This is an optimization exercise on Yosys and OpenROAD, whose aim is small area and a short achievable clock period, not a production implementation. Where RTL was checked, it was by simulation tests only, not by an equivalence proof against the original. Only the layout flow was run in runs 4 to 7; the RTL was not checked for function there. No activity file was given, so power comes from the tool's default toggle rates.

==> flow/design.v <==
module pfx_add #(
  parameter int W = 8
) (
  input  [W-1:0] a,
  input  [W-1:0] b,
  input          ci,
  output [W-1:0] sum,
  output         co
);
  logic [W-1:0] p, g, gg, pp;
  logic [W-1:0] c;    
  assign p = a ^ b;
  assign g = a & b;
  always_comb begin
    gg = g;
    pp = p;
    for (int l = 0; (1 << l) < W; l++) begin
      for (int i = W - 1; i >= 0; i--) begin
        if ((i >> l) & 1) begin
          gg[i] = gg[i] | (pp[i] & gg[((i >> l) << l) - 1]);
          pp[i] = pp[i] & pp[((i >> l) << l) - 1];
        end
      end
    end
  end
  assign c   = {gg[W-2:0] | (pp[W-2:0] & {(W-1){ci}}), ci};
  assign sum = p ^ c;
  assign co  = gg[W-1] | (pp[W-1] & ci);
endmodule
module pfx_cout #(
  parameter int W = 8
) (
  input  [W-1:0] a,
  input  [W-1:0] b,
  input          ci,
  output         co
);
  logic [W:0] g, p;
  always_comb begin
    g = {a & b, ci};
    p = {a ^ b, 1'b0};
    for (int s = 1; s <= W; s = s * 2) begin
      for (int i = 0; i + s <= W; i += 2 * s) begin
        if (i + s <= W) begin
          g[i] = g[i + s] | (p[i + s] & g[i]);
          p[i] = p[i + s] & p[i];
        end
      end
    end
  end
  assign co = g[0];
endmodule
module pfx_add2 #(
  parameter int W = 8
) (
  input  [W-1:0] a,
  input  [W-1:0] b,
  output [W-1:0] s0,
  output [W-1:0] s1,
  output         co0,
  output         co1
);
  logic [W-1:0] p, g, gg, pp;
  assign p = a ^ b;
  assign g = a & b;
  always_comb begin
    gg = g;
    pp = p;
    for (int l = 0; (1 << l) < W; l++) begin
      for (int i = W - 1; i >= 0; i--) begin
        if ((i >> l) & 1) begin
          gg[i] = gg[i] | (pp[i] & gg[((i >> l) << l) - 1]);
          pp[i] = pp[i] & pp[((i >> l) << l) - 1];
        end
      end
    end
  end
  assign s0  = p ^ {gg[W-2:0], 1'b0};
  assign s1  = p ^ {gg[W-2:0] | pp[W-2:0], 1'b1};
  assign co0 = gg[W-1];
  assign co1 = gg[W-1] | pp[W-1];
endmodule
module top_level (
  input         clk_i,
  input         addsub_i,
  input  [31:0] data_a_i,
                data_b_i,
  output [31:0] result_o
);
  logic [7:0]  ea, eb;
  logic [22:0] fa, fb;
  logic        co_ab, co_ba, co_f;
  assign ea = data_a_i[30:23];
  assign eb = data_b_i[30:23];
  assign fa = data_a_i[22:0];
  assign fb = data_b_i[22:0];
  logic [7:0] dx, dy;    
  pfx_add2 #(.W(8))  u_dexp (.a(ea), .b(~eb), .s0(dx), .s1(dy), .co0(co_ab), .co1(co_ba));
  pfx_cout #(.W(31)) u_flt  (.a(data_a_i[30:0]), .b(~data_b_i[30:0]), .ci(1'b1), .co(co_f));
  logic        sa_q1, sb_q1, sw_q1, nsw_q1, gt_q1, sh0_q1, bab_q1, bba_q1;
  logic [7:0]  ea_q1, eb_q1;
  logic [22:0] fa_q1, fb_q1;
  logic [4:1]  dab_q1, dba_q1;
  always_ff @(posedge clk_i) begin
    sa_q1 <= data_a_i[31];
    sb_q1 <= data_b_i[31] ^ addsub_i;
    sw_q1  <= ~co_f;               
    nsw_q1 <= co_f;                
    gt_q1  <= co_ab;               
    ea_q1 <= ea;
    eb_q1 <= eb;
    fa_q1 <= fa;
    fb_q1 <= fb;
    sh0_q1 <= dy[0];               
    dab_q1 <= dy[4:1];             
    dba_q1 <= ~dx[4:1];            
    bab_q1 <= |dy[7:5];            
    bba_q1 <= ~&dx[7:5];           
  end
  logic [23:0] ly;
  logic [26:0] lv0, al;
  logic [22:0] smask;
  logic [31:0] thermo;
  logic        sticky, es;
  assign ly = sw_q1 ? {1'b1, fa_q1} : {1'b1, fb_q1};
  assign es = sa_q1 ^ sb_q1;
  logic [4:0] sh;
  logic       big;
  assign big = gt_q1 ? bab_q1 : bba_q1;
  assign sh  = {gt_q1 ? dab_q1 : dba_q1, sh0_q1} | {5{big}};
  assign lv0 = sh[0] ? {1'b0, ly, 2'b00} : {ly, 3'b000};
  assign al  = lv0 >> {sh[4:1], 1'b0};
  logic sat;
  assign sat    = sh >= 5'd25;
  assign thermo = 32'hFFFF_FFFF << sh;       
  assign smask  = {~thermo[24:3], ~thermo[2] & ~sat};
  assign sticky = |(ly[22:0] & smask);
  logic        hs_q2, es_q2;
  logic [7:0]  he_q2;
  logic [22:0] hf_q2;
  logic [26:0] lo_q2;
  always_ff @(posedge clk_i) begin
    hs_q2 <= nsw_q1 ? sa_q1 : sb_q1;
    es_q2 <= es;
    he_q2 <= nsw_q1 ? ea_q1 : eb_q1;   
    hf_q2 <= nsw_q1 ? fa_q1 : fb_q1;
    lo_q2 <= {al[26:2], al[1] | sat, sticky} ^ {27{es}};    
  end
  logic [26:0] opa;
  logic [27:0] sum;
  logic        add_co;
  logic [26:0] t, z, f;
  logic [4:0]  lz;
  logic [2:0]  inc;
  assign opa = {1'b1, hf_q2, 3'b000};
  pfx_add #(.W(27)) u_add (.a(opa), .b(lo_q2), .ci(es_q2),
                           .sum(sum[26:0]), .co(add_co));
  assign sum[27] = add_co ^ es_q2;
  assign t = ~(opa ^ lo_q2);
  assign z = ~(opa | lo_q2);
  assign f = t & ~{z[25:0], 1'b0};
  always_comb begin
    lz = 5'd0;
    for (int i = 2; i < 26; i++)
      if (f[i]) lz = 5'(27 - i);
  end
  assign inc[0] = sum[3] & (|sum[2:0] | sum[4]);
  assign inc[1] = sum[2] & (|sum[1:0] | sum[3]);
  assign inc[2] = sum[1] & (sum[0] | sum[2]);
  logic        hs_q3, c_q3;
  logic [7:0]  he_q3;
  logic [26:2] s_q3;
  logic [4:0]  lz_q3;
  logic [2:0]  inc_q3;
  always_ff @(posedge clk_i) begin
    hs_q3  <= hs_q2;
    he_q3  <= he_q2;
    c_q3   <= sum[27];
    s_q3   <= sum[26:2];
    lz_q3  <= lz;
    inc_q3 <= inc;
  end
  logic        far, finc;
  logic [1:0]  kf;
  logic [4:0]  k;
  logic [25:0] v;
  logic [50:0] vs;
  logic [24:0] m;
  logic [7:0]  e;
  assign far = c_q3 | s_q3[26] | s_q3[25];
  assign kf  = c_q3 ? 2'd0 : (s_q3[26] ? 2'd1 : 2'd2);
  assign k   = far ? {3'd0, kf} : lz_q3;
  assign v   = {c_q3, s_q3[26:2]};
  assign vs  = {25'd0, v} << k;
  assign m   = (~far & (lz_q3 == 5'd0)) ? {1'b1, 24'd0} : vs[25:1];
  logic [7:0] ef, en;
  assign ef  = c_q3 ? he_q3 + 8'd1 : (s_q3[26] ? he_q3 : he_q3 - 8'd1);
  assign en  = he_q3 + 8'd1 - {3'd0, lz_q3};
  assign e   = far ? ef : en;    
  always_comb begin
    if (c_q3)          finc = inc_q3[0];
    else if (s_q3[26]) finc = inc_q3[1];
    else               finc = inc_q3[2];
  end
  logic        hs_q4, i_q4;
  logic [7:0]  e_q4;
  logic [24:0] m_q4;
  always_ff @(posedge clk_i) begin
    hs_q4 <= hs_q3;
    i_q4  <= far & finc;
    e_q4  <= e;
    m_q4  <= m;
  end
  logic [22:0] fr, fpre;
  logic        fall1;
  logic [7:0]  e_p1, e_m1;
  logic [30:0] res;
  always_comb begin
    fpre = m_q4[23:1];
    for (int l = 0; (1 << l) < 23; l++)
      for (int i = 22; i >= 0; i--)
        if ((i >> l) & 1)
          fpre[i] = fpre[i] & fpre[((i >> l) << l) - 1];
  end
  assign fr    = m_q4[23:1] ^ ({fpre[21:0], 1'b1} & {23{i_q4}});
  assign fall1 = fpre[22] & i_q4;
  assign e_p1  = e_q4 + 8'd1;
  assign e_m1  = e_q4 - 8'd1;
  assign res = m_q4[24] ? {fall1 ? e_p1 : e_q4, fr}
                        : {e_m1, m_q4[22:0]};
  logic [31:0] res_q;
  always_ff @(posedge clk_i) res_q <= {hs_q4, res};
  assign result_o = res_q;
endmodule
==> flow/flow/run.sh <==
#!/bin/bash
# Standard ORFS layout (the standard.sh), with the port buffers made
# from buf_2 cells instead of the default delay-buffer cells.
export BUFFER_PORTS_ARGS="-buffer_cell sky130_fd_sc_hd__buf_2"
bash standard.sh > standard.log 2>&1
==> flow/standard.sh <==
#!/bin/bash
# synth_recipe.tcl (not shown) runs the flow's synth.tcl, then flattens the netlist and writes it again
# the make line also repeats each setting of config.mk as NAME=value (left out here)
make -C /OpenROAD-flow-scripts/flow DESIGN_CONFIG=/design/flow/config.mk WORK_HOME=/design/flow/orfs CLKGATE_MAP_FILE= SYNTH_SCRIPT=/design/flow/synth_recipe.tcl "${@:-finish}"
==> flow/config.mk <==
export PLATFORM = sky130hd
export DESIGN_NAME = top_level
export DESIGN_NICKNAME = top_level
export VERILOG_FILES = /design/flow/design.v
export SDC_FILE = /design/flow/constraint.sdc
export NUM_CORES = 4
export LEC_CHECK = 0
export ABC_AREA = 1
export CAP_MARGIN = 20
export CORE_MARGIN = 2
export CORE_UTILIZATION = 60
export CTS_BUF_LIST = sky130_fd_sc_hd__clkbuf_8
export SETUP_SLACK_MARGIN = 3.55
export SLEW_MARGIN = 20
==> flow/constraint.sdc <==
create_clock -name core_clock -period 6.0 [get_ports {clk_i}]
set_input_delay 1.2000 -clock core_clock [delete_from_list [all_inputs] [get_ports {clk_i}]]
set_output_delay 1.2000 -clock core_clock [all_outputs]
set_load 0.01 [all_outputs]
==> results of run 1 <==
-- area by class of cell --
cell class	instances	area share, %
clock buffers	52	4.63
clock inverters	25	1.12
inverters	275	6.94
multi-input cells	1220	47.4
flip-flops and latches	248	32.3
well taps	280	2.27
repair buffers	130	5.24
repair inverters	2	0.0809
-- state kept, by name (all words and copies together) (netlist names), 4 cells and up --
register	cells
res_q	32
lo_q2	27
m_q4	25
s_q3	25
fa_q1	23
fb_q1	23
hf_q2	23
e_q4	8
ea_q1	8
eb_q1	8
he_q2	8
he_q3	8
lz_q3	5
dab_q1	4
dba_q1	4
-- synth_stat cells (3+ instances only) --
cell type  instances  share of area (%)
xnor2_1           20                1.3
nand3_1           47                1.8
xor2_1            69                4.6
or2_2              3               0.14
dfxtp_1          248                 38
nor4_1             3               0.14
ha_1              87                8.3
buf_1              4               0.11
o221ai_1           3               0.20
a211oi_1           6               0.34
clkbuf_1          27               0.77
buf_4              4               0.23
nor2_2             4               0.19
o21a_1             3               0.17
nor2_1           145                4.1
inv_1            262                7.5
o21ai_2            5               0.33
buf_2             12               0.46
a31oi_1            6               0.29
o22ai_1           11               0.52
o31ai_1            4               0.23
buf_6              9               0.77
nor3_1            22               0.84
inv_2              7               0.20
fa_1               4               0.61
o21ai_0          157                6.0
o211ai_1          10               0.57
nand2_1          401                 11
mux2i_1           10               0.76
a21oi_1           88                3.3
mux2_2             9               0.77
o21ai_1           41                1.6
o21bai_1           9               0.51
nand4_1           14               0.67
clkinv_1           4               0.11
-- worst max-delay path by stage --
| stage | depth (start not counted) | startpoint | end | slack (ns) |
|---|---|---|---|---|
| after floorplan | 10 | data_b_i[23] | bba_q1 | 3.22 |
| after global placement | 9 | data_b_i[23] | sw_q1 | 2.63 |
| after detailed placement | 10 | data_b_i[25] | sw_q1 | 2.58 |
| after CTS | 11 | data_b_i[23] | bba_q1 | 3.53 |
| after global routing | 12 | gt_q1 | lo_q2[0] | 3.39 |
| final | 11 | data_b_i[23] | bba_q1 | 3.58 |
-- kinds of logic after synthesis --
logic type	after synthesis
simple gates	657
buf+inv	331
fa+ha+maj	91
xor+xnor	89
compound gates	356
flops	248
mux	19
-- metrics by stage --
stage | util, % | instances | setup slack, ns | hold WS (ns)
3_5_place_dp | 63.6 | 2119 | 2.58 | 0.314
4_1_cts | 69.2 | 2213 | 3.53 | 0.327
3_3_place_gp | 63.6 | 2119 | 2.63 | 0.311
5_1_grt | 71.3 | 2232 | 3.39 | 0.337
2_1_floorplan | - | 1791 | 3.22 | 0.310
6_report | 71.3 | 2232 | 3.58 | 0.326
-- metal layers --
metal / up-vias / share of wire (%) / global-route usage [%]
met5: - / 0 / 0
met4: 0 / 4.8 / 12.2
met3: 131 / 5.4 / 4.34
met2: 415 / 48 / 49.5
met1: 5278 / 42 / 33.9
li1: 6007 / - / -
-- power groups by stage --
stage                     sequential [W]  combinational, W  clock (W)
after detailed placement         0.00251           0.00305          0
final                            0.00249           0.00342    0.00155
after floorplan                  0.00244           0.00230          0
after global placement           0.00251           0.00300          0
after global routing             0.00254           0.00383    0.00165
after CTS                        0.00248           0.00320    0.00157
-- what timing repair did --
action,CTS,global route
gates cloned,7,4
pin swaps,11,33
hold buffers,0,0
setup endpoints to repair,57,59
resized for setup,46,83
setup buffers,10,15
==> out/metrics.cfg, run 1 <==
[critical_path]
r2r_cells = 12
cp-start-kind = input pin
cp_cell_sequence = buf_6 -> inv_12 -> ha_4 -> inv_2 -> fa_2 -> o21ai_4 -> a21oi_2 -> o21bai_2 -> a21o_1 -> xnor2_1 -> or3_1
rr_endpoint = lo_q2[0]
r2r_start = gt_q1
critical-path-slowest-cell = fa_2
cp-end-kind = flip-flop
crit_path_max_fanout = 3
crit_family = compound AO/OA/AOI/OAI gates
crit_required_ns = 6.43
crit_path_max_incr_delay_ns = 0.36
critPathKind = in2reg
worst-r2r-setup-slack_ns = 3.64
crit_arrival_ns = 2.86
critPathBufInv = 3

[timing]
hold_viol = 0
setup_viol = 0
relSlewSlack_pct = 48.3
period_share_pct = 40.4
fmax_mhz = 413
fin_worst_skew_ns = 0.0191
rsz0062_at_grt = true
min_period_ns = 2.42
worst_pin_slew_ns = 0.768
final_max_slew_viol_count = 0
tns_ns = 0

[run]
maxCapViolCount = 0

[routing]
drc_errors = 0
wirelength_um = 33900
drtPass1Iterations = 7
ant_nets = 0
viasPerCell = 5.30
vias = 11800
wl_per_cell_um = 15.2
drtIter0Drc = 832

[cells_and_area]
seqCellArea_mm2 = 0.00499
multiInputGateArea_mm2 = 0.00734
finalNetCount = 2076
fill_cells = 1785
area_growth_pct = 17.6
final_cell_mix = nand2_1 (396), inv_1 (263), dfxtp_1 (231)
diodes = 0
final_area_mm2 = 0.0155
mostFrequentLayoutCell = nand2_1
drive_above_1_share_pct = 17.5

[power_and_ir_drop]
vdd_drop_max_uv = 208
p_clk_share_pct = 20.7
combPwrFrac_pct = 45.8
switching_share_pct = 42.6
sequentialPowerShare_pct = 33.4
p_per_area_mw_per_mm2 = 482
p_int_w = 0.00428
leakagePower_nw = 7.70
power.total_w = 0.00746
p_switching_w = 0.00318

[yosys]
synth_nets = 1948
async_flop_share_pct = 0
synth_mux_area_share_pct = 1.53
synth_xor_area_share_pct = 5.93
synth-edff-count = 0
ys_ff_latch = 248
synth.avg_cell_area_um2 = 7.34
synth_fa_ha_area_share_pct = 8.89
synth_top_family_by_area = simple AND/OR/NAND/NOR gates
syn_area_mm2 = 0.0132
synthCells = 1791
synth-compound-area-share_pct = 15.0
yosys.area_share.simple_pct = 20.7
synth_ff_type = dfxtp_1
yosysWarnings = 4
ys_types = 58
yosysSeqAreaShare_pct = 37.8

[placement]
place_area_mm2 = 0.0138
place_hpwl_um = 24800
io_buffers = 97
place.gp.congestion = 0.984

[clock_network]
clock-sinks = 248
path_clk_slew_ns = 0.06
clock_latency_ns = 0.55
cts-root-buf = clkbuf_8
cts_max_level = 2
cts_buffers = 42
cts_buffer_depth = 3
cts_tree = done

[min_path]
holdPathEnd = he_q3[1]
holdCritStartpoint = he_q2[1]
hold_path.class = reg2reg
hold_depth = 0

[floorplan]
dieArea_mm2 = 0.0231
die_w_um = 152
row_count = 54
dieHeight_um = 152
ioPinCount = 98
start_util_pct = 60.6
coreArea_mm2 = 0.0217

[global_routing]
grt_pass1_vias = 10900
antenna_found_initial = 0
grt.overflow.total = 0
grt_pass1_wl_um = 53200
grt_max_degree = 48
grtUsageTotal_pct = 28.1

[status]
outcome = complete, no violations

==> run 2, diff against run 1 <==
--- a/flow/config.mk
+++ b/flow/config.mk
@@ -9,6 +9,5 @@
 export CAP_MARGIN = 20
 export CORE_MARGIN = 2
 export CORE_UTILIZATION = 60
-export CTS_BUF_LIST = sky130_fd_sc_hd__clkbuf_8
 export SETUP_SLACK_MARGIN = 3.55
 export SLEW_MARGIN = 20
==> run 2 against run 1 <==
Effect of this change: utilization up 0.35 points; setup slack worse by 0.027 ns; synthesized area did not move; clock-buffer cell count is 19 lower; still clean on timing, DRC and antenna; cell area increased by 0.49%; critical path type unchanged; via count down 0.68%; clock power grew 19%.
==> out/metrics.cfg, run 2 <==
[critical_path]
r2r_cells = 15  ; +3
critical-path-slowest-cell = fa_2
critPathBufInv = 3  ; unchanged
crit_family = compound AO/OA/AOI/OAI gates
crit_arrival_ns = 2.87  ; about the same
crit_path_max_fanout = 3  ; unchanged
critPathKind = in2reg
worst-r2r-setup-slack_ns = 3.62  ; -0.02 ns
rr_endpoint = lo_q2[0]
cp_cell_sequence = buf_6 -> inv_12 -> ha_4 -> inv_2 -> fa_2 -> o21ai_4 -> a21oi_2 -> o21bai_2 -> a21o_1 -> xnor2_1 -> or3_1
cp-start-kind = input pin
crit_path_max_incr_delay_ns = 0.37  ; about the same
r2r_start = gt_q1
cp-end-kind = flip-flop
crit_required_ns = 6.42  ; about the same

[timing]
worst_pin_slew_ns = 0.636  ; -0.132 ns
rsz0062_at_grt = true
min_period_ns = 2.45  ; +0.0266 ns
period_share_pct = 40.8  ; +0.44 points
relSlewSlack_pct = 57.2  ; +8.9 points
hold_viol = 0  ; unchanged
setup_viol = 0  ; unchanged
final_max_slew_viol_count = 0  ; unchanged
whs_ns = 0.324  ; -0.00161 ns
tns_ns = 0  ; unchanged
fin_worst_skew_ns = 0.0200  ; +0.000856 ns
fmax_mhz = 408  ; -1.1%
worst_slack_ns = 3.55  ; -0.0266 ns

[power_and_ir_drop]
p_per_area_mw_per_mm2 = 500  ; +3.6%
vdd_drop_max_uv = 272  ; +31%
leakagePower_nw = 7.67  ; -0.32%

[yosys]
yosysTopAreaCellShare_pct = 37.8  ; unchanged
synth-edff-count = 0  ; unchanged
synth.largest_area_cell = dfxtp_1
synth.avg_cell_area_um2 = 7.34  ; unchanged
ys_ff_latch = 248  ; unchanged
synth_nets = 1948  ; unchanged
yosysWarnings = 4  ; unchanged
synth.top_cells.by_count = nand2_1 (401), inv_1 (262), dfxtp_1 (248), o21ai_0 (157), nor2_1 (145)
synthCells = 1791  ; unchanged
synth_area_leaders = dfxtp_1 (38%), nand2_1 (11%), ha_1 (8.3%)
syn_area_mm2 = 0.0132  ; unchanged
ys_types = 58  ; unchanged
async_flop_share_pct = 0  ; unchanged
yosysSeqAreaShare_pct = 37.8  ; unchanged
synth.most_common_cell = nand2_1
synth_ff_type = dfxtp_1

[floorplan]
die_w_um = 152  ; unchanged
dieArea_mm2 = 0.0231  ; unchanged
dieHeight_um = 152  ; unchanged
start_util_pct = 60.6  ; unchanged
coreArea_mm2 = 0.0217  ; unchanged
ioPinCount = 98  ; unchanged
row_count = 54  ; unchanged

[cells_and_area]
final_cell_mix = nand2_1 (396), inv_1 (253), dfxtp_1 (231)
seqCellArea_mm2 = 0.00499  ; unchanged
fill_cells = 1787  ; +0.11%
drive_above_1_share_pct = 16.6  ; -0.91 points
top_register = res_q
diodes = 0  ; unchanged
area_growth_pct = 18.2
stdcell_count = 2201  ; -1.4%
fin_util_pct = 71.7  ; +0.35 points
mostFrequentLayoutCell = nand2_1
finalNetCount = 2058  ; -0.87%
multiInputGateArea_mm2 = 0.00733  ; -0.12%
largest_register_ffs = 32  ; unchanged
reg.largest.list = res_q x32, lo_q2 x27

[clock_network]
clock_latency_ns = 0.54  ; about the same
cts_tree = done
path_clk_slew_ns = 0.06  ; about the same
cts_buffer_depth = 3  ; unchanged
cts-root-buf = clkbuf_16
clock-sinks = 248  ; unchanged
cts_buffers = 27  ; -36%
cts_max_level = 1  ; -1
cts_hold_buf = 0  ; unchanged

[routing]
ant_nets = 0  ; unchanged
drtPass1Iterations = 6  ; -1
vias = 11800  ; -0.68%
drc_errors = 0  ; unchanged
drtIter0Drc = 775  ; -6.9%
wl_per_cell_um = 15.3  ; +0.62%
viasPerCell = 5.34  ; +0.71%
wirelength_um = 33700  ; -0.78%

[min_path]
hold_depth = 0  ; unchanged
holdCritStartpoint = he_q2[3]
hold_path.class = reg2reg
holdPathEnd = he_q3[3]

[global_routing]
grt_pass1_wl_um = 53000  ; -0.54%
grt.overflow.total = 0  ; unchanged
grtUsageTotal_pct = 27.8  ; -0.26 points
grt_max_degree = 48  ; unchanged
grt_pass1_vias = 10800  ; -1.5%
antenna_found_initial = 1  ; +1

[placement]
place_hpwl_um = 24800  ; unchanged
io_buffers = 97  ; unchanged
place.gp.congestion = 0.984  ; unchanged
pre_cts_slack_ns = 2.58  ; unchanged
dp_cells = 2119  ; unchanged

[status]
outcome = complete, no violations

[run]
maxCapViolCount = 0  ; unchanged

run 2: changes by cell type in the layout (fill, tap and decap cells not counted), sizes merged:
| cell | previous run | this run |
|---|---|---|
| bufinv | 2 | 7 |
| buf | 129 | 127 |
| clkbuf | 53 | 33 |
| clkinvlp | 7 | 5 |
| inv | 284 | 270 |
| clkinv | 9 | 11 |
run 2: where the power goes:
group          total, W  switching [W]  leakage [nW]  internal, W
sequential      0.00249       0.000326          2.09      0.00217
combinational   0.00342        0.00218          5.08      0.00124
clock           0.00185       0.000673         0.502      0.00118
total           0.00776        0.00318          7.67      0.00458
run 2: how the worst max path moves through the flow:
stage                       startpoint  cells after the start  endpoint  slack, ns
after floorplan           data_b_i[23]                     10    bba_q1       3.22
after global placement    data_b_i[23]                      9     sw_q1       2.63
after detailed placement  data_b_i[25]                     10     sw_q1       2.58
after CTS                 data_b_i[23]                     11    bba_q1       3.53
after global routing             sw_q1                     14  lo_q2[1]       3.48
final                     data_b_i[23]                     11    bba_q1       3.55
run 2: cell type report:
class / instances / share of cell area [%]
Timing Repair inverter: 2 / 0.0805
Clock buffer: 33 / 4.75
Sequential cell: 248 / 32.1
Timing Repair Buffer: 127 / 4.96
Tap cell: 280 / 2.25
Inverter: 275 / 6.90
Clock inverter: 16 / 1.79
Multi-Input combinational cell: 1220 / 47.1
run 2: repair_timing:
item | CTS | global route
gates resized for setup | 43 | 80
buffers inserted | 9 | 14
gates cloned | 7 | 3
pin swaps | 11 | 31
endpoints found under the hold margin | 0 | 0
endpoints found under the setup margin | 56 | 56
run 2: cells by family (layout without fill, tap and decap cells):
logic type / after synthesis / count (layout) / synth area share, %
buffers and inverters: 331 / 453 / 10.2
AO/OA/AOI/OAI: 356 / 361 / 15.0
XOR/XNOR: 89 / 89 / 5.93
AND/OR/NAND/NOR: 657 / 660 / 20.7
flip-flops: 248 / 248 / 37.8
adder cells (fa/ha/maj): 91 / 91 / 8.89
multiplexers: 19 / 19 / 1.53
run 2: through the flow:
stage	cell area, µm²	power [W]
2_1_floorplan	13200	0.00474
3_3_place_gp	13800	0.00551
3_5_place_dp	13800	0.00556
4_1_cts	15100	0.00755
5_1_grt	15500	0.00832
6_report	15500	0.00776
run 2: routing by layer:
| layer | part of all wire [%] | vias up | track usage (%) |
|---|---|---|---|
| met1 | 42 | 5300 | 34.3 |
| met2 | 48 | 371 | 49.1 |
| li1 | - | 5965 | - |
| met3 | 4.9 | 114 | 3.22 |
| met4 | 5.2 | 0 | 11.8 |
| met5 | 0 | - | 0 |
==> run 3, diff against run 2 <==
--- a/flow/config.mk
+++ b/flow/config.mk
@@ -8,6 +8,7 @@
 export ABC_AREA = 1
 export CAP_MARGIN = 20
 export CORE_MARGIN = 2
-export CORE_UTILIZATION = 60
+export CORE_UTILIZATION = 50
+export CTS_BUF_LIST = sky130_fd_sc_hd__clkbuf_8
 export SETUP_SLACK_MARGIN = 3.55
 export SLEW_MARGIN = 20
==> run 3 against run 2 <==
Effect of this change: still clean; sequential power about the same; synthesized cell count unchanged; sequential cell count unchanged; critical path depth decreased by 1; register-to-register slack improved by 0.02 ns; first-iteration DRC count decreased by 10%; via count decreased by 0.59%; combinational power decreased by 3%; global-route usage decreased by 3.4 points.
==> out/metrics.cfg, run 3 <==
[cells_and_area]
largest_register_ffs = 32  ; unchanged
diodes = 0  ; unchanged
drive_above_1_share_pct = 16.5  ; -0.058 points
mostFrequentLayoutCell = nand2_1
area_growth_pct = 17.9
finalNetCount = 2084  ; +1.3%
final_cell_mix = nand2_1 (392), inv_1 (262), dfxtp_1 (238)
reg.largest.list = res_q x32, lo_q2 x27
top_register = res_q
fin_util_pct = 59.8  ; -12 points

[yosys]
ys_types = 58  ; unchanged
synth-edff-count = 0  ; unchanged
ys_ff_latch = 248  ; unchanged
synth.top_cells.by_count = nand2_1 (401), inv_1 (262), dfxtp_1 (248), o21ai_0 (157), nor2_1 (145)
yosysWarnings = 4  ; unchanged
synth_area_leaders = dfxtp_1 (38%), nand2_1 (11%), ha_1 (8.3%)
yosysSeqAreaShare_pct = 37.8  ; unchanged
synth.largest_area_cell = dfxtp_1
syn_area_mm2 = 0.0132  ; unchanged
yosysTopAreaCellShare_pct = 37.8  ; unchanged
synth.avg_cell_area_um2 = 7.34  ; unchanged
async_flop_share_pct = 0  ; unchanged
synth.most_common_cell = nand2_1
synth_nets = 1948  ; unchanged
synth_ff_type = dfxtp_1
synthCells = 1791  ; unchanged

[global_routing]
grt.overflow.total = 0  ; unchanged
grt_pass1_wl_um = 55000  ; +3.9%
grt_pass1_vias = 11100  ; +2.9%
grt_max_degree = 56  ; +17%
antenna_found_initial = 3  ; +2
grtUsageTotal_pct = 24.4  ; -3.4 points

[placement]
place_hpwl_um = 25300  ; +2.0%
pre_cts_slack_ns = 2.90  ; +0.322 ns
place.gp.congestion = 0.939  ; -4.5%
io_buffers = 97  ; unchanged

[clock_network]
cts_hold_buf = 0  ; unchanged
clock_latency_ns = 0.55  ; about the same
cts-root-buf = clkbuf_8
cts_max_level = 2  ; +1
clock-sinks = 248  ; unchanged
cts_buffers = 44  ; +63%
cts_tree = done
cts_buffer_depth = 3  ; unchanged
path_clk_slew_ns = 0.06  ; about the same

[timing]
fmax_mhz = 409  ; +0.19%
final_max_slew_viol_count = 0  ; unchanged
tns_ns = 0  ; unchanged
rsz0062_at_grt = true
worst_pin_slew_ns = 1.05  ; +0.412 ns
relSlewSlack_pct = 30.2  ; -27 points
fin_worst_skew_ns = 0.0130  ; -0.00699 ns
min_period_ns = 2.44  ; -0.00453 ns
setup_viol = 0  ; unchanged
period_share_pct = 40.7  ; -0.075 points
hold_viol = 0  ; unchanged
whs_ns = 0.326  ; +0.00128 ns
worst_slack_ns = 3.56  ; +0.00453 ns

[critical_path]
cp-end-kind = flip-flop
r2r_cells = 10  ; -5
crit_required_ns = 6.43  ; about the same
crit_path_max_fanout = 4  ; +1
cp-start-kind = input pin
crit_arrival_ns = 2.87  ; about the same
critPathKind = in2reg

[power_and_ir_drop]
vdd_drop_max_uv = 327  ; +20%
p_int_w = 0.00439  ; -4.1%
sequentialPowerShare_pct = 33.1  ; +1.0 points
p_switching_w = 0.00315  ; -1.0%
switching_share_pct = 41.7  ; +0.77 points
p_per_area_mw_per_mm2 = 487  ; -2.6%
p_clk_share_pct = 22.7  ; -1.1 points
combPwrFrac_pct = 44.2  ; +0.2 points
leakagePower_nw = 7.71  ; +0.56%

[routing]
viasPerCell = 5.09  ; -4.6%
drc_errors = 0  ; unchanged
wirelength_um = 34400  ; +2.1%
vias = 11700  ; -0.59%
wl_per_cell_um = 15.0  ; -2.0%
ant_nets = 0  ; unchanged
drtPass1Iterations = 5  ; -1
drtIter0Drc = 694  ; -10%

[floorplan]
ioPinCount = 98  ; unchanged
coreArea_mm2 = 0.0259  ; +19%
start_util_pct = 50.8  ; -9.9 points
row_count = 59  ; +9.3%
dieArea_mm2 = 0.0276  ; +19%
die_w_um = 166  ; +9.3%
dieHeight_um = 166  ; +9.3%

[run]
maxCapViolCount = 0  ; unchanged

[min_path]
hold_path.class = reg2reg
hold_depth = 0  ; unchanged

[status]
outcome = complete, no violations

-- run 3: cell counts after synthesis --
Identical to the previous run, type by type.
-- run 3: cells by family (layout without fill, tap and decap cells) --
family | count (synthesis) | in the layout | share of synthesized area (%)
AOI/OAI and AO/OA | 356 | 361 | 15.0
xor gates and xnor gates | 89 | 89 | 5.93
adders and majority gates | 91 | 91 | 8.89
buffers and inverters | 331 | 489 | 10.2
DFF | 248 | 248 | 37.8
muxes | 19 | 19 | 1.53
and+or+nand+nor | 657 | 661 | 20.7
-- run 3: per-layer routing --
layer	vias to the layer above	part of all wire, %	GRT usage (%)
met2	330	46	40.7
met3	99	4.3	3.46
met4	0	4.3	11.3
li1	6016	-	-
met1	5236	46	31.3
met5	-	0	0
-- run 3: path summary, 6_finish.rpt --
| kind | slack, ns | startpoint | end |
|---|---|---|---|
| hold reg to reg | 0.33 | he_q2[2] | he_q3[2] |
| setup / recovery | 3.56 | data_b_i[26] | bba_q1 |
| setup reg to reg | 3.64 | sw_q1 | lo_q2[6] |
| hold / removal | 0.33 | he_q2[2] | he_q3[2] |
-- run 3: per-stage QoR --
step           total power (W)  cell area, µm²  cells
6_report               0.00754           15500   2293
3_3_place_gp           0.00555           13900   2173
4_1_cts                0.00742           15100   2271
5_1_grt                0.00816           15500   2293
2_1_floorplan          0.00474           13200   1791
3_5_place_dp           0.00556           13900   2173
-- run 3: cell type report --
type | count | area (µm²)
clock inverter | 24 | 246
fill | 2491 | 10400
clock buffer | 53 | 729
timing repair inverter | 2 | 12.5
timing repair buffer | 135 | 812
sequential | 248 | 4980
multi-input combinational | 1221 | 7220
inverter | 275 | 1070
tap | 335 | 419
-- run 3: power groups by stage --
stage | clock, W | combinational (W) | sequential, W
finish | 0.00171 | 0.00333 | 0.00250
global route | 0.00184 | 0.00376 | 0.00256
CTS | 0.00175 | 0.00317 | 0.00249
detailed placement | 0 | 0.00304 | 0.00252
global placement | 0 | 0.00304 | 0.00251
floorplan | 0 | 0.00230 | 0.00244
-- run 3: repair_timing --
action                                  CTS  global route
pin swaps                                12            24
cloned                                    8             3
setup buffers                            13            19
endpoints found under the setup margin   50            59
resized for setup                        28            68
-- run 3: critical path, cell delays in order --
cell	delay [ns]
buf_2	0.10
inv_1	0.08
ha_4	0.22
a21oi_4	0.14
o21ai_4	0.08
buf_4	0.13
fa_1	0.36
xor2_1	0.14
inv_1	0.07
or3_1	0.33
==> run 4, diff against run 3 <==
--- a/flow/design.v
+++ b/flow/design.v
@@ -159,11 +159,13 @@
   assign t = ~(opa ^ lo_q2);
   assign z = ~(opa | lo_q2);
   assign f = t & ~{z[25:0], 1'b0};
-  always_comb begin
-    lz = 5'd0;
-    for (int i = 2; i < 26; i++)
-      if (f[i]) lz = 5'(27 - i);
-  end
+  logic [4:0] lzr;
+  always_comb begin
+    lzr = 5'd0;
+    for (int i = 2; i < 27; i++)
+      if (f[i]) lzr = 5'(27 - i);
+  end
+  assign lz = es_q2 ? lzr : 5'd0;
   assign inc[0] = sum[3] & (|sum[2:0] | sum[4]);
   assign inc[1] = sum[2] & (|sum[1:0] | sum[3]);
   assign inc[2] = sum[1] & (sum[0] | sum[2]);
@@ -189,9 +191,11 @@
   logic [7:0]  e;
   assign far = c_q3 | s_q3[26] | s_q3[25];
   assign kf  = c_q3 ? 2'd0 : (s_q3[26] ? 2'd1 : 2'd2);
-  assign k   = far ? {3'd0, kf} : lz_q3;
+  logic [50:0] vh;
+  assign k   = {lz_q3[4:2], far ? kf : lz_q3[1:0]};
   assign v   = {c_q3, s_q3[26:2]};
-  assign vs  = {25'd0, v} << k;
+  assign vh  = {25'd0, v} << {k[4:2], 2'b00};
+  assign vs  = vh << k[1:0];
   assign m   = (~far & (lz_q3 == 5'd0)) ? {1'b1, 24'd0} : vs[25:1];
   logic [7:0] ef, en;
   assign ef  = c_q3 ? he_q3 + 8'd1 : (s_q3[26] ? he_q3 : he_q3 - 8'd1);
--- a/flow/config.mk
+++ b/flow/config.mk
@@ -8,7 +8,7 @@
 export ABC_AREA = 1
 export CAP_MARGIN = 20
 export CORE_MARGIN = 2
-export CORE_UTILIZATION = 50
+export CORE_UTILIZATION = 60
 export CTS_BUF_LIST = sky130_fd_sc_hd__clkbuf_8
-export SETUP_SLACK_MARGIN = 3.55
+export SETUP_SLACK_MARGIN = 3.5
 export SLEW_MARGIN = 20
==> run 4 against run 3 <==
Effect of this change: final cell count is 6.3% lower; clock-buffer cell count is 4 higher; cell area decreased by 2.7%; sequential power barely moved; clock power fell by 8%; largest cell class unchanged; worst hold slack is essentially flat; sequential share of layout area up 0.92 points; highest routed layer unchanged; synthesized cell count down 4.0%; non-clock buffer count decreased by 5; synthesized area decreased by 2.6%; via count decreased by 2.1%.
==> out/metrics.cfg, run 4 <==
[placement]
dp_cells = 2046  ; -5.8%
io_buffers = 97  ; unchanged
place_area_mm2 = 0.0135  ; -2.5%
place.gp.congestion = 1.01  ; +7.1%
place_hpwl_um = 24700  ; -2.2%

[timing]
period_share_pct = 44.1  ; +3.3 points
setup_viol = 0  ; unchanged
hold_viol = 0  ; unchanged
final_max_slew_viol_count = 0  ; unchanged
tns_ns = 0  ; unchanged
relSlewSlack_pct = 57.1  ; +27 points
fin_worst_skew_ns = 0.0261  ; +0.0132 ns
min_period_ns = 2.64  ; +0.201 ns
fmax_mhz = 378  ; -7.6%
rsz0062_at_grt = true
worst_pin_slew_ns = 0.636  ; -0.411 ns

[critical_path]
crit_family = adder cells
critPathBufInv = 5  ; +1
cp-end-kind = flip-flop
crit_path_max_incr_delay_ns = 0.37  ; about the same
crit_required_ns = 6.44  ; about the same
cp-start-kind = input pin
rr_endpoint = res_q[26]
crit_arrival_ns = 3.08  ; +0.21 ns
r2r_cells = 19  ; +9
critical-path-slowest-cell = fa_2
crit_cells = 12  ; +2
crit_end = bba_q1
r2r_start = m_q4[2]
critPathLaunch = data_b_i[23]
cp_cell_sequence = buf_12 -> inv_12 -> ha_4 -> inv_2 -> fa_2 -> inv_2 -> a21oi_4 -> o21bai_4 -> fa_2 -> xor2_2 -> inv_1 -> or3_1
critPathKind = in2reg
crit_path_max_fanout = 3  ; -1
worst-r2r-setup-slack_ns = 3.51  ; -0.13 ns

[floorplan]
die_w_um = 150  ; -9.7%
ioPinCount = 98  ; unchanged
dieArea_mm2 = 0.0225  ; -18%
coreArea_mm2 = 0.0210  ; -19%
row_count = 53  ; -10%
start_util_pct = 61.1  ; +10 points
dieHeight_um = 150  ; -9.7%

[routing]
drtIter0Drc = 793  ; +14%
wl_per_cell_um = 15.7  ; +4.7%
drc_errors = 0  ; unchanged
wirelength_um = 33700  ; -1.9%
viasPerCell = 5.32  ; +4.5%
ant_nets = 0  ; unchanged
vias = 11400  ; -2.1%
drtPass1Iterations = 7  ; +2

[power_and_ir_drop]
p_per_area_mw_per_mm2 = 480  ; -1.3%
leakagePower_nw = 7.38  ; -4.4%
vdd_drop_max_uv = 242  ; -26%
power.total_w = 0.00724  ; -4.0%

[cells_and_area]
fin_util_pct = 72.0  ; +12 points
final_area_mm2 = 0.0151  ; -2.7%
mostFrequentLayoutCell = nand2_1
final_cell_mix = nand2_1 (344), inv_1 (255), dfxtp_1 (236)
area_growth_pct = 17.8  ; about the same
top_register = res_q
stdcell_count = 2148  ; -6.3%
finalNetCount = 2003  ; -3.9%
fill_cells = 1634  ; -34%
drive_above_1_share_pct = 17.4  ; +0.80 points
largest_register_ffs = 32  ; unchanged
diodes = 0  ; unchanged
reg.largest.list = res_q x32, lo_q2 x27

[clock_network]
clock_latency_ns = 0.56  ; about the same
path_clk_slew_ns = 0.07  ; about the same
cts_tree = done
clock-sinks = 248  ; unchanged
cts_buffer_depth = 3  ; unchanged
cts_buffers = 41  ; -6.8%
cts_max_level = 2  ; unchanged
cts-root-buf = clkbuf_8

[run]
maxCapViolCount = 0  ; unchanged

[yosys]
ys_types = 54  ; -6.9%
synth.avg_cell_area_um2 = 7.44  ; +1.4%
synth.top_cells.by_count = nand2_1 (351), inv_1 (257), dfxtp_1 (248), nor2_1 (155), o21ai_0 (151)
synth.largest_area_cell = dfxtp_1
synth_nets = 1878  ; -3.6%
async_flop_share_pct = 0  ; unchanged
synth.most_common_cell = nand2_1
syn_area_mm2 = 0.0128  ; -2.6%
yosysSeqAreaShare_pct = 38.8  ; +1.0 points
yosysWarnings = 4  ; unchanged
ys_ff_latch = 248  ; unchanged
synth_area_leaders = dfxtp_1 (39%), nand2_1 (10%), ha_1 (8.6%)
yosysTopAreaCellShare_pct = 38.8  ; +1.0 points
synthCells = 1720  ; -4.0%
synth-edff-count = 0  ; unchanged
synth_ff_type = dfxtp_1

[global_routing]
grt_max_degree = 52  ; -7.1%
grt_pass1_vias = 10900  ; -1.7%
grt.overflow.total = 0  ; unchanged
grt_pass1_wl_um = 52400  ; -4.7%
grtUsageTotal_pct = 29.2  ; +4.8 points
antenna_found_initial = 0  ; -3

[status]
outcome = complete, no violations

[min_path]
hold_path.class = reg2reg

[run 4: cell count changes after synthesis, moves of 5 or more]
cell	change
nand3_1	-16
clkbuf_1	+12
buf_6	-9
o21ai_1	-23
o22ai_1	+24
o21ai_0	-6
a21oi_1	-11
nor2_1	+10
inv_1	-5
nand2_1	-50
[run 4: cell type report]
type | instances | area (µm²) | area share, %
Inverter | 270 | 1040 | 6.91
Timing Repair Buffer | 130 | 766 | 5.08
Sequential cell | 248 | 4990 | 33.1
Multi-Input combinational cell | 1153 | 7040 | 46.7
Clock inverter | 14 | 106 | 0.705
Tap cell | 275 | 344 | 2.28
Timing Repair inverter | 1 | 7.51 | 0.0498
Clock buffer | 57 | 785 | 5.20
[run 4: worst min path at each step]
stage / to / start / depth (start not counted) / slack, ns
finish: he_q3[4] / he_q2[4] / 0 / 0.33
global route: he_q3[5] / he_q2[5] / 0 / 0.33
CTS: he_q3[4] / he_q2[4] / 0 / 0.33
detailed placement: he_q3[4] / he_q2[4] / 0 / 0.31
global placement: hs_q3 / hs_q2 / 0 / 0.31
floorplan: he_q3[0] / he_q2[0] / 0 / 0.31
[run 4: layer usage]
layer / vias to the layer above / wire [µm] / track usage, %
met5: - / 0 / 0
met4: 0 / 1130 / 11.1
met3: 90 / 2210 / 5.49
met2: 396 / 15800 / 48.8
met1: 5157 / 14600 / 37.4
li1: 5791 / - / -
[run 4: through the flow]
stage,hold WS [ns],setup slack (ns)
6_report,0.326,3.36
5_1_grt,0.331,3.31
4_1_cts,0.325,3.41
3_5_place_dp,0.312,2.65
3_3_place_gp,0.310,2.77
2_1_floorplan,0.310,3.04
[run 4: repair_timing]
action                     in CTS  in global routing
gates resized for setup        33                 80
setup endpoints to repair      64                 74
hold endpoints to repair        0                  0
gates cloned                    2                  1
hold buffers                    0                  0
pin swaps                      15                 24
setup buffers                  14                 14
[run 4: cell families after synthesis]
group	count (synthesis)	synth area share, %
AND/OR/NAND/NOR	607	19.7
AO/OA/AOI/OAI	349	15.4
buffers and inverters	321	9.55
flip-flops	248	38.8
adder cells (fa/ha/maj)	92	9.22
XOR/XNOR	86	5.88
multiplexers	17	1.42
[run 4: where the power goes]
group / leakage (nW) / total (W) / internal (W) / switching (W)
logic: 4.81 / 0.00317 / 0.00116 / 0.00201
registers: 2.09 / 0.00250 / 0.00217 / 0.000332
clock network: 0.476 / 0.00157 / 0.000890 / 0.000680
total: 7.38 / 0.00724 / 0.00422 / 0.00302
[run 4: worst register-to-register path: stages (launching register included)]
cell	delay (ns)
dfxtp_4	0.37
nand2_4	0.06
nor3_4	0.26
nand4_4	0.14
nor2_4	0.15
nand2_2	0.07
nor2_2	0.10
nand3_2	0.09
nor2_4	0.16
nand3_4	0.10
nor2_4	0.10
nand2_2	0.08
nor2_4	0.14
nand2_4	0.08
nor2_4	0.10
nand2_2	0.07
nand2_4	0.10
nand3_2	0.06
nand2_1	0.07
nand2_1	0.06
==> run 5, diff against run 4 <==
--- a/flow/config.mk
+++ b/flow/config.mk
@@ -10,5 +10,5 @@
 export CORE_MARGIN = 2
 export CORE_UTILIZATION = 60
 export CTS_BUF_LIST = sky130_fd_sc_hd__clkbuf_8
-export SETUP_SLACK_MARGIN = 3.5
+export SETUP_SLACK_MARGIN = 3.6
 export SLEW_MARGIN = 20
==> run 5 against run 4 <==
Effect of this change: largest power group unchanged; utilization increased by 1.9 points; critical path depth unchanged; cell area increased by 2.6%; non-clock buffer count increased by 21; global-route usage increased by 0.22 points; register-to-register slack improved by 0.11 ns; total power increased by 2.3%; die area unchanged; synthesized cell count unchanged; wire length increased by 2.1%.
==> out/metrics.cfg, run 5 <==
[critical_path]
critical-path-slowest-cell = fa_2
crit_path_max_incr_delay_ns = 0.39  ; +0.02 ns
cp-start-kind = input pin
worst-r2r-setup-slack_ns = 3.62  ; +0.11 ns
cp_cell_sequence = buf_12 -> inv_12 -> ha_4 -> inv_2 -> fa_2 -> inv_2 -> a21oi_4 -> o21bai_4 -> fa_2 -> xor2_1 -> inv_1 -> or3_1
r2r_start = lo_q2[7]
cp-end-kind = flip-flop
rr_endpoint = c_q3
critPathKind = in2reg
crit_path_max_fanout = 3  ; unchanged
critPathLaunch = data_b_i[23]
crit_end = bba_q1
crit_arrival_ns = 2.98  ; -0.10 ns
crit_required_ns = 6.45  ; about the same
r2r_cells = 16  ; -3

[cells_and_area]
seqCellArea_mm2 = 0.00500  ; +0.20%
mostFrequentLayoutCell = nand2_1
top_register = res_q
finalNetCount = 2024  ; +1.0%
largest_register_ffs = 32  ; unchanged
area_growth_pct = 20.8
reg.largest.list = res_q x32, lo_q2 x27
drive_above_1_share_pct = 20.7  ; +3.3 points
fill_cells = 1550  ; -5.1%
final_cell_mix = nand2_1 (339), inv_1 (252), dfxtp_1 (228)
multiInputGateArea_mm2 = 0.00724  ; +2.8%
diodes = 0  ; unchanged

[global_routing]
antenna_found_initial = 0  ; unchanged
grt_max_degree = 52  ; unchanged
grt.overflow.total = 0  ; unchanged
grtUsageTotal_pct = 29.4  ; +0.22 points
grt_pass1_vias = 11000  ; +0.95%
grt_pass1_wl_um = 52900  ; +0.83%

[clock_network]
cts_buffers = 41  ; unchanged
cts_tree = done
clock_latency_ns = 0.57  ; about the same
path_clk_slew_ns = 0.06  ; about the same
cts_max_level = 2  ; unchanged
cts_hold_buf = 0  ; unchanged
cts_buffer_depth = 3  ; unchanged
cts-root-buf = clkbuf_8
clock-sinks = 248  ; unchanged

[timing]
tns_ns = 0  ; unchanged
fmax_mhz = 395  ; +4.5%
relSlewSlack_pct = 54.4  ; -2.7 points
hold_viol = 0  ; unchanged
final_max_slew_viol_count = 0  ; unchanged
worst_slack_ns = 3.47  ; +0.114 ns
rsz0062_at_grt = true
period_share_pct = 42.2  ; -1.9 points
min_period_ns = 2.53  ; -0.114 ns
setup_viol = 0  ; unchanged
fin_worst_skew_ns = 0.0338  ; +0.00764 ns
worst_pin_slew_ns = 0.676  ; +0.0398 ns

[yosys]
ys_ff_latch = 248  ; unchanged
synth-edff-count = 0  ; unchanged
yosysWarnings = 4  ; unchanged
synth_mux_area_share_pct = 1.42  ; unchanged
async_flop_share_pct = 0  ; unchanged
synth.avg_cell_area_um2 = 7.44  ; unchanged
synth-compound-area-share_pct = 15.4  ; unchanged
synth_nets = 1878  ; unchanged
synthCells = 1720  ; unchanged
synth.most_common_cell = nand2_1
syn_area_mm2 = 0.0128  ; unchanged
yosys.area_share.simple_pct = 19.7  ; unchanged
ys_types = 54  ; unchanged
synth_ff_type = dfxtp_1
synth_fa_ha_area_share_pct = 9.22  ; unchanged
yosysSeqAreaShare_pct = 38.8  ; unchanged
synth_xor_area_share_pct = 5.88  ; unchanged
synth_area_leaders = dfxtp_1 (39%), nand2_1 (10%), ha_1 (8.6%)
yosysTopAreaCellShare_pct = 38.8  ; unchanged
synth.largest_area_cell = dfxtp_1
synth.top_cells.by_count = nand2_1 (351), inv_1 (257), dfxtp_1 (248), nor2_1 (155), o21ai_0 (151)
synth_top_family_by_area = simple AND/OR/NAND/NOR gates

[power_and_ir_drop]
p_per_area_mw_per_mm2 = 479  ; -0.32%
leakagePower_nw = 7.50  ; +1.7%
vdd_drop_max_uv = 221  ; -8.8%

[floorplan]
ioPinCount = 98  ; unchanged
die_w_um = 150  ; unchanged
coreArea_mm2 = 0.0210  ; unchanged
dieHeight_um = 150  ; unchanged
start_util_pct = 61.1  ; unchanged
dieArea_mm2 = 0.0225  ; unchanged
row_count = 53  ; unchanged

[placement]
place.gp.congestion = 1.01  ; unchanged
place_hpwl_um = 24700  ; unchanged
io_buffers = 97  ; unchanged
pre_cts_slack_ns = 2.65  ; unchanged

[routing]
wirelength_um = 34500  ; +2.1%
drtPass1Iterations = 6  ; -1
drc_errors = 0  ; unchanged
drtIter0Drc = 806  ; +1.6%
ant_nets = 0  ; unchanged
viasPerCell = 5.39  ; +1.3%
wl_per_cell_um = 15.9  ; +1.2%
vias = 11700  ; +2.2%

[status]
outcome = complete, no violations

[min_path]
hold_path.class = reg2reg

[run]
maxCapViolCount = 0  ; unchanged

-- run 5: cell counts after synthesis --
No cell type changed its count.
-- run 5: worst min path at each step --
stage	cells after the start	end	startpoint	slack (ns)
after floorplan	0	he_q3[0]	he_q2[0]	0.31
after global placement	0	hs_q3	hs_q2	0.31
after detailed placement	0	he_q3[4]	he_q2[4]	0.31
after CTS	0	he_q3[4]	he_q2[4]	0.33
after global routing	0	he_q3[5]	he_q2[5]	0.33
final	0	he_q3[5]	he_q2[5]	0.33
-- run 5: cell families (layout without fill, tap and decap cells) --
kind of cell	after synthesis	in the layout
fa+ha+maj	92	92
buf+inv	321	493
flops	248	248
mux	17	17
xor+xnor	86	86
simple gates	607	609
compound gates	349	349
-- run 5: critical path: cells and delay by family --
family	cells	cell delay, ns
xor+xnor	1	0.17
simple gates	1	0.36
compound gates	2	0.22
buf+inv	5	0.30
fa+ha+maj	3	0.74
-- run 5: timing repair --
action                                  in CTS  in global routing
endpoints found under the setup margin      73                 70
cloned                                       2                  1
gates resized for setup                     47                129
setup buffers                               28                 21
pin swaps                                   19                 36
-- run 5: layout make-up --
| cell class | instances | area share (%) |
|---|---|---|
| flip-flops and latches | 248 | 32.3 |
| well taps | 275 | 2.22 |
| clock buffers | 57 | 5.07 |
| inverters | 270 | 6.75 |
| repair buffers | 151 | 6.10 |
| repair inverters | 1 | 0.0485 |
| multi-input cells | 1153 | 46.8 |
| clock inverters | 14 | 0.687 |
-- run 5: per-stage QoR --
stage / instances / util [%] / area, µm² / total power, W / hold slack (ns)
6_report: 2169 / 73.8 / 15500 / 0.00741 / 0.325
5_1_grt: 2169 / 73.8 / 15500 / 0.00793 / 0.330
4_1_cts: 2147 / 70.5 / 14800 / 0.00705 / 0.325
3_5_place_dp: 2046 / 64.5 / 13500 / 0.00537 / 0.312
3_3_place_gp: 2046 / 64.5 / 13500 / 0.00531 / 0.310
2_1_floorplan: 1720 / - / 12800 / 0.00456 / 0.310
-- run 5: report_power, final --
part | leakage, nW | internal (W) | switching, W
sequential | 2.09 | 0.00217 | 0.000331
clock | 0.476 | 0.000890 | 0.000684
combinational | 4.94 | 0.00125 | 0.00208
-- run 5: layer usage --
layer / wire length, µm / GRT usage [%] / up-vias / share of wire, %
met3: 2210 / 5.37 / 109 / 6.4
met2: 16100 / 49.4 / 446 / 47
li1: - / - / 5834 / -
met4: 1320 / 11.2 / 0 / 3.8
met5: 0 / 0 / - / 0
met1: 14900 / 37.6 / 5302 / 43
==> run 6, diff against run 5 <==
--- a/flow/design.v
+++ b/flow/design.v
@@ -97,6 +97,14 @@
   logic [7:0] dx, dy;    
   pfx_add2 #(.W(8))  u_dexp (.a(ea), .b(~eb), .s0(dx), .s1(dy), .co0(co_ab), .co1(co_ba));
   pfx_cout #(.W(31)) u_flt  (.a(data_a_i[30:0]), .b(~data_b_i[30:0]), .ci(1'b1), .co(co_f));
+  logic       bl_ab, bl_ba, bab, bba;
+  logic [2:0] eah, ebh;
+  assign eah   = ea[7:5];
+  assign ebh   = eb[7:5];
+  assign bl_ab = ea[4:0] < eb[4:0];
+  assign bl_ba = eb[4:0] < ea[4:0];
+  assign bab   = bl_ab ? ({1'b0, eah} >= {1'b0, ebh} + 4'd2) : (eah > ebh);
+  assign bba   = bl_ba ? ({1'b0, ebh} >= {1'b0, eah} + 4'd2) : (ebh > eah);
   logic        sa_q1, sb_q1, sw_q1, nsw_q1, gt_q1, sh0_q1, bab_q1, bba_q1;
   logic [7:0]  ea_q1, eb_q1;
   logic [22:0] fa_q1, fb_q1;
@@ -114,8 +122,8 @@
     sh0_q1 <= dy[0];               
     dab_q1 <= dy[4:1];             
     dba_q1 <= ~dx[4:1];            
-    bab_q1 <= |dy[7:5];            
-    bba_q1 <= ~&dx[7:5];           
+    bab_q1 <= bab;                 
+    bba_q1 <= bba;                 
   end
   logic [23:0] ly;
   logic [26:0] lv0, al;
==> run 6 against run 5 <==
Effect of this change: largest power group unchanged; clock-buffer cell count fell by 2; worst hold slack worse by 0.00054 ns; clock skew up 0.0018 ns.
==> out/metrics.cfg, run 6 <==
[status]
outcome = complete, no violations

[timing]
period_share_pct = 40.6  ; -1.6 points
hold_viol = 0  ; unchanged
setup_viol = 0  ; unchanged
fmax_mhz = 411  ; +4.0%
worst_pin_slew_ns = 1.07  ; +0.398 ns
rsz0062_at_grt = true
final_max_slew_viol_count = 0  ; unchanged
tns_ns = 0  ; unchanged
worst_slack_ns = 3.57  ; +0.0968 ns
whs_ns = 0.325  ; -0.000537 ns
relSlewSlack_pct = 28.0  ; -26 points
min_period_ns = 2.43  ; -0.0968 ns
fin_worst_skew_ns = 0.0356  ; +0.00182 ns

[clock_network]
cts_buffer_depth = 3  ; unchanged
cts_hold_buf = 0  ; unchanged
path_clk_slew_ns = 0.06  ; about the same
clock_latency_ns = 0.56  ; about the same
cts_tree = done
clock-sinks = 248  ; unchanged
cts_buffers = 41  ; unchanged
cts-root-buf = clkbuf_8
cts_max_level = 2  ; unchanged

[floorplan]
coreArea_mm2 = 0.0212  ; +1.3%
ioPinCount = 98  ; unchanged
row_count = 53  ; unchanged
dieHeight_um = 152  ; +0.99%
start_util_pct = 61.6  ; +0.47 points
die_w_um = 152  ; +0.99%
dieArea_mm2 = 0.0230  ; +2.0%

[power_and_ir_drop]
switching_share_pct = 43.9  ; +2.0 points
p_per_area_mw_per_mm2 = 514  ; +7.4%
vdd_drop_max_uv = 246  ; +11%
p_int_w = 0.00451  ; +4.8%
sequentialPowerShare_pct = 32.3  ; -1.5 points
p_clk_share_pct = 18.9  ; -2.3 points
leakagePower_nw = 7.71  ; +2.7%
combPwrFrac_pct = 48.8  ; +3.8 points
p_switching_w = 0.00353  ; +14%

[critical_path]
crit_required_ns = 6.42  ; -0.03 ns
crit_path_max_fanout = 6  ; +3
cp-start-kind = flip-flop
critPathKind = reg2reg
cp_cell_sequence = nand2_1 -> nand2_8 -> nor2_4 -> buf_6 -> buf_4 -> o21ai_0 -> nand2_1 -> o2111ai_1 -> o31ai_2 -> nand3_1 -> xor2_1
critPathBufInv = 2  ; -3
crit_path_max_incr_delay_ns = 0.36  ; -0.03 ns
cp_common_cell = nand2_1
worst-r2r-setup-slack_ns = 3.57  ; -0.05 ns
crit_family = simple AND/OR/NAND/NOR gates
crit_arrival_ns = 2.86  ; -0.12 ns
critical-path-slowest-cell = dfxtp_4
cp-end-kind = flip-flop

[cells_and_area]
seqCellArea_mm2 = 0.00501  ; +0.35%
drive_above_1_share_pct = 20.2  ; -0.48 points
final_cell_mix = nand2_1 (347), inv_1 (260), dfxtp_1 (224)
largest_register_ffs = 32  ; unchanged
stdcell_count = 2196  ; +1.2%
area_growth_pct = 19.7
mostFrequentLayoutCell = nand2_1
finalNetCount = 2059  ; +1.7%
top_register = res_q
final_area_mm2 = 0.0156  ; +1.1%
fill_cells = 1662  ; +7.2%
multiInputGateArea_mm2 = 0.00743  ; +2.6%
reg.largest.list = res_q x32, lo_q2 x27

[global_routing]
grtUsageTotal_pct = 30.3  ; +0.92 points
grt_pass1_vias = 11000  ; -0.58%
grt_max_degree = 56  ; +7.7%
grt_pass1_wl_um = 54600  ; +3.2%
grt.overflow.total = 0  ; unchanged
antenna_found_initial = 1  ; +1

[yosys]
ys_types = 60  ; +11%
synth.most_common_cell = nand2_1
synth-edff-count = 0  ; unchanged
yosysSeqAreaShare_pct = 38.0  ; -0.78 points
synth.largest_area_cell = dfxtp_1
synth_nets = 1917  ; +2.1%
synth_ff_type = dfxtp_1
ys_ff_latch = 248  ; unchanged
yosysWarnings = 4  ; unchanged
synthCells = 1748  ; +1.6%
synth.avg_cell_area_um2 = 7.47  ; +0.41%
synth.top_cells.by_count = nand2_1 (359), inv_1 (264), dfxtp_1 (248), o21ai_0 (160), nor2_1 (148)
syn_area_mm2 = 0.0131  ; +2.0%
synth_area_leaders = dfxtp_1 (38%), nand2_1 (10%), ha_1 (9.6%)
async_flop_share_pct = 0  ; unchanged
yosysTopAreaCellShare_pct = 38.0  ; -0.78 points

[routing]
wl_per_cell_um = 16.7  ; +5.3%
wirelength_um = 36700  ; +6.6%
drc_errors = 0  ; unchanged
viasPerCell = 5.47  ; +1.4%
drtPass1Iterations = 6  ; unchanged
drtIter0Drc = 914  ; +13%
ant_nets = 0  ; unchanged
vias = 12000  ; +2.7%

[placement]
place.gp.congestion = 0.946  ; -5.9%
io_buffers = 97  ; unchanged
place_area_mm2 = 0.0138  ; +2.0%
pre_cts_slack_ns = 2.38  ; -0.272 ns
place_hpwl_um = 26300  ; +6.4%
dp_cells = 2071  ; +1.2%

[run]
maxCapViolCount = 0  ; unchanged

[min_path]
hold_path.class = reg2reg

==> run 6: cell count changes after synthesis, moves of 6 or more <==
| cell | previous run | this run |
|---|---|---|
| nor2_1 | 155 | 148 |
| o22ai_1 | 35 | 29 |
| nand2_1 | 351 | 359 |
| o21ai_0 | 151 | 160 |
| nand3_1 | 31 | 43 |
| ha_1 | 88 | 100 |
| xnor2_1 | 17 | 7 |
| nor3_1 | 20 | 13 |
| inv_1 | 257 | 264 |
| o211ai_1 | 9 | 17 |
==> run 6: kinds of logic after synthesis <==
family | Yosys count | synth area share [%]
AND/OR/NAND/NOR | 614 | 19.8
buffers and inverters | 331 | 9.70
adder cells (fa/ha/maj) | 103 | 10.0
flip-flops | 248 | 38.0
AO/OA/AOI/OAI | 356 | 15.8
multiplexers | 15 | 1.24
XOR/XNOR | 81 | 5.43
==> run 6: worst paths after layout <==
| check | start | to | cells after the start |
|---|---|---|---|
| hold / removal | he_q2[0] | he_q3[0] | 0 |
| hold reg to reg | he_q2[0] | he_q3[0] | 0 |
| setup reg to reg | gt_q1 | lo_q2[0] | 11 |
| setup / recovery | gt_q1 | lo_q2[0] | 11 |
==> run 6: power groups by stage <==
stage	registers, W	logic (W)	clock network [W]
after CTS	0.00257	0.00350	0.00153
after global placement	0.00259	0.00328	0
after floorplan	0.00250	0.00244	0
final	0.00260	0.00392	0.00152
after global routing	0.00265	0.00432	0.00161
after detailed placement	0.00260	0.00332	0
==> run 6: timing repair <==
item                                    in CTS  in global routing
gates cloned                                 2                  1
endpoints found under the setup margin      67                 62
gates resized for setup                     55                129
setup buffers                               18                 30
pin swaps                                   10                 50
==> run 6: metrics by stage <==
stage / power [W] / util [%]
global placement: 0.00586 / 64.9
floorplan: 0.00494 / -
CTS: 0.00760 / 70.4
finish: 0.00804 / 73.7
detailed placement: 0.00592 / 64.9
global route: 0.00858 / 73.7
==> run 6: worst reg2reg max path: stages (launching register included) <==
cell and delay, ns:
dfxtp_4 0.36, nand2_1 0.17, nand2_8 0.13, nor2_4 0.25, buf_6 0.17, buf_4 0.16
o21ai_0 0.18, nand2_1 0.11, o2111ai_1 0.16, o31ai_2 0.29, nand3_1 0.15, xor2_1 0.16
==> run 6: final cells by class <==
| class | count | area share, % |
|---|---|---|
| Antenna cell | 2 | 0.0320 |
| Clock buffer | 55 | 4.84 |
| Clock inverter | 17 | 0.624 |
| Inverter | 278 | 6.93 |
| Multi-Input combinational cell | 1170 | 47.5 |
| Sequential cell | 248 | 32.1 |
| Tap cell | 275 | 2.20 |
| Timing Repair Buffer | 149 | 5.71 |
| Timing Repair inverter | 2 | 0.0880 |
==> run 6: metal layers <==
metal,GRT usage (%),vias to the layer above,share of wire [%]
li1,-,5929,-
met1,39.5,5523,43
met2,51.6,463,48
met3,4.31,89,6.1
met4,10.6,0,3.2
met5,0,-,0
==> run 7, diff against run 6 <==
--- a/flow/config.mk
+++ b/flow/config.mk
@@ -5,7 +5,6 @@
 export SDC_FILE = /design/flow/constraint.sdc
 export NUM_CORES = 4
 export LEC_CHECK = 0
-export ABC_AREA = 1
 export CAP_MARGIN = 20
 export CORE_MARGIN = 2
 export CORE_UTILIZATION = 60
==> run 7 against run 6 <==
Effect of this change: critical path depth unchanged; via count decreased by 5.9%; sequential cell count unchanged; still clean on timing, DRC and antenna; synthesized cell count decreased by 15%; synthesized area increased by 1.3%; wire length decreased by 6.8%.
==> out/metrics.cfg, run 7 <==
[min_path]
hold_path.class = reg2reg

[yosys]
synth.largest_area_cell = dfxtp_1
yosysWarnings = 4  ; unchanged
syn_area_mm2 = 0.0132  ; +1.3%
synth_ff_type = dfxtp_1
synth_nets = 1647  ; -14%
yosysTopAreaCellShare_pct = 37.5  ; -0.49 points
synthCells = 1478  ; -15%
synth_area_leaders = dfxtp_1 (38%), ha_1 (9.5%), mux2i_1 (5.1%)
synth.avg_cell_area_um2 = 8.96  ; +20%
async_flop_share_pct = 0  ; unchanged
yosysSeqAreaShare_pct = 37.5  ; -0.49 points
ys_types = 83  ; +38%

[global_routing]
grt_pass1_vias = 10400  ; -5.5%
grt_pass1_wl_um = 53200  ; -2.4%
grt.overflow.total = 0  ; unchanged
grt_max_degree = 48  ; -14%
grtUsageTotal_pct = 27.9  ; -2.4 points

[floorplan]
dieArea_mm2 = 0.0233  ; +1.3%
dieHeight_um = 153  ; +0.64%
coreArea_mm2 = 0.0218  ; +2.5%
ioPinCount = 98  ; unchanged
start_util_pct = 60.8  ; -0.73 points
die_w_um = 153  ; +0.64%

[routing]
drc_errors = 0  ; unchanged
ant_nets = 0  ; unchanged
drtIter0Drc = 824  ; -9.8%
vias = 11300  ; -5.9%
viasPerCell = 5.82  ; +6.5%
wl_per_cell_um = 17.7  ; +5.6%

[power_and_ir_drop]
vdd_drop_max_uv = 197  ; -20%
switching_share_pct = 40.0  ; -3.9 points
leakagePower_nw = 7.09  ; -8.0%
p_clk_share_pct = 20.3  ; +1.4 points
sequentialPowerShare_pct = 34.0  ; +1.7 points
combPwrFrac_pct = 45.6  ; -3.2 points
p_per_area_mw_per_mm2 = 475  ; -7.6%
p_switching_w = 0.00306  ; -13%

[critical_path]
worst-r2r-setup-slack_ns = 3.46  ; -0.11 ns
cp-end-kind = flip-flop
cp-start-kind = flip-flop
crit_arrival_ns = 2.97  ; +0.11 ns

[timing]
fmax_mhz = 393  ; -4.3%
fin_worst_skew_ns = 0.0124  ; -0.0232 ns
worst_slack_ns = 3.46  ; -0.110 ns
min_period_ns = 2.54  ; +0.110 ns
rsz0062_at_grt = true
final_max_slew_viol_count = 0  ; unchanged
relSlewSlack_pct = 35.3  ; +7.3 points
period_share_pct = 42.4  ; +1.8 points
worst_pin_slew_ns = 0.965  ; -0.110 ns
hold_viol = 0  ; unchanged

[clock_network]
path_clk_slew_ns = 0.06  ; about the same
clock-sinks = 248  ; unchanged
cts_buffers = 42  ; +2.4%
cts_buffer_depth = 3  ; unchanged
cts_tree = done
clock_latency_ns = 0.55  ; about the same
cts-root-buf = clkbuf_8

[cells_and_area]
top_register = res_q
mostFrequentLayoutCell = dfxtp_1
multiInputGateArea_mm2 = 0.00832  ; +12%
drive_above_1_share_pct = 27.4  ; +7.2 points
finalNetCount = 1798  ; -13%
largest_register_ffs = 32  ; unchanged
fill_cells = 1625  ; -2.2%
seqCellArea_mm2 = 0.00499  ; -0.40%

[placement]
place.gp.congestion = 0.982  ; +3.8%
pre_cts_slack_ns = 2.77  ; +0.392 ns

[run]
maxCapViolCount = 0  ; unchanged

[status]
outcome = complete, no violations

## run 7: changes by cell type in the layout (fill, tap and decap cells not counted), moves of 15 or more
| cell | previous run | this run |
|---|---|---|
| inv_2 | 19 | 4 |
| inv_1 | 260 | 115 |
| mux2i_1 | 4 | 50 |
| o21ai_1 | 36 | 5 |
| nand2_1 | 347 | 112 |
| xnor2_1 | 6 | 54 |
| nor2_1 | 133 | 99 |
| mux2_2 | 10 | 46 |
| xor2_1 | 72 | 19 |
| nor3_1 | 11 | 44 |
| o21ai_0 | 136 | 58 |
| a21oi_1 | 64 | 95 |
## run 7: layer usage
| layer | global-route usage [%] | part of all wire [%] | vias up |
|---|---|---|---|
| met2 | 45.2 | 46 | 400 |
| li1 | - | - | 5547 |
| met3 | 5.32 | 5.8 | 101 |
| met4 | 9.48 | 3.6 | 0 |
| met5 | 0 | 0 | - |
| met1 | 37.7 | 45 | 5244 |
## run 7: worst max-delay path, cell delays in order (launching register included)
cell      delay [ns]
dfxtp_2         0.33
inv_2           0.05
ha_4            0.23
and2_4          0.15
a41o_1          0.26
o211a_1         0.26
o2111a_1        0.27
o31a_1          0.34
buf_4           0.17
buf_6           0.11
a31oi_1         0.16
a21oi_1         0.09
## run 7: cells by family after synthesis
group / share of synthesized area [%]
DFF: 37.5
and+or+nand+nor: 13.9
AOI/OAI and AO/OA: 17.2
buffers and inverters: 5.30
muxes: 11.2
xor gates and xnor gates: 4.96
adders and majority gates: 9.91
## run 7: timing repair
action	in CTS	in global routing
gates resized for setup	62	118
cloned	2	1
hold buffers	0	0
setup buffers	15	44
pin swaps	18	48
endpoints found under the setup margin	59	48
## run 7: through the flow
| step | total power [W] | util [%] | hold slack, ns | cells | instance area [µm²] |
|---|---|---|---|---|---|
| after floorplan | 0.00479 | - | 0.310 | 1478 | 13400 |
| after global placement | 0.00559 | 64.4 | 0.310 | 1803 | 14000 |
| after detailed placement | 0.00564 | 64.4 | 0.313 | 1803 | 14000 |
| after CTS | 0.00735 | 70.2 | 0.325 | 1894 | 15300 |
| after global routing | 0.00815 | 74.1 | 0.333 | 1939 | 16100 |
| final | 0.00765 | 74.1 | 0.325 | 1939 | 16100 |
## run 7: final timing paths
| path | cells past startpoint | end | startpoint |
|---|---|---|---|
| max reg2reg | 11 | s_q3[25] | lo_q2[4] |
| min | 0 | he_q3[2] | he_q2[2] |
| max | 11 | s_q3[25] | lo_q2[4] |
| min reg2reg | 0 | he_q3[2] | he_q2[2] |
## run 7: power by group through the flow
stage	sequential (W)	clock [W]	combinational, W
6_report	0.00260	0.00156	0.00349
5_1_grt	0.00267	0.00166	0.00381
4_1_cts	0.00260	0.00159	0.00316
3_5_place_dp	0.00263	0	0.00301
3_3_place_gp	0.00262	0	0.00297
2_1_floorplan	0.00249	0	0.00230
## run 7: cell type report
cell class	count	area share, %
multi-input cells	1053	51.7
flip-flops and latches	248	31.0
repair buffers	164	6.69
clock buffers	52	4.44
inverters	120	2.96
well taps	280	2.17
clock inverters	22	1.08

Re-timed with assumed drivers on the ports (clkbuf_16 on the clock, buf_2 on other inputs), run 7 has 3.456 ns of setup slack against 3.456 ns with ideal ports, and 3.040 ns once port delays also move by the mid clock arrival of 0.585 ns.
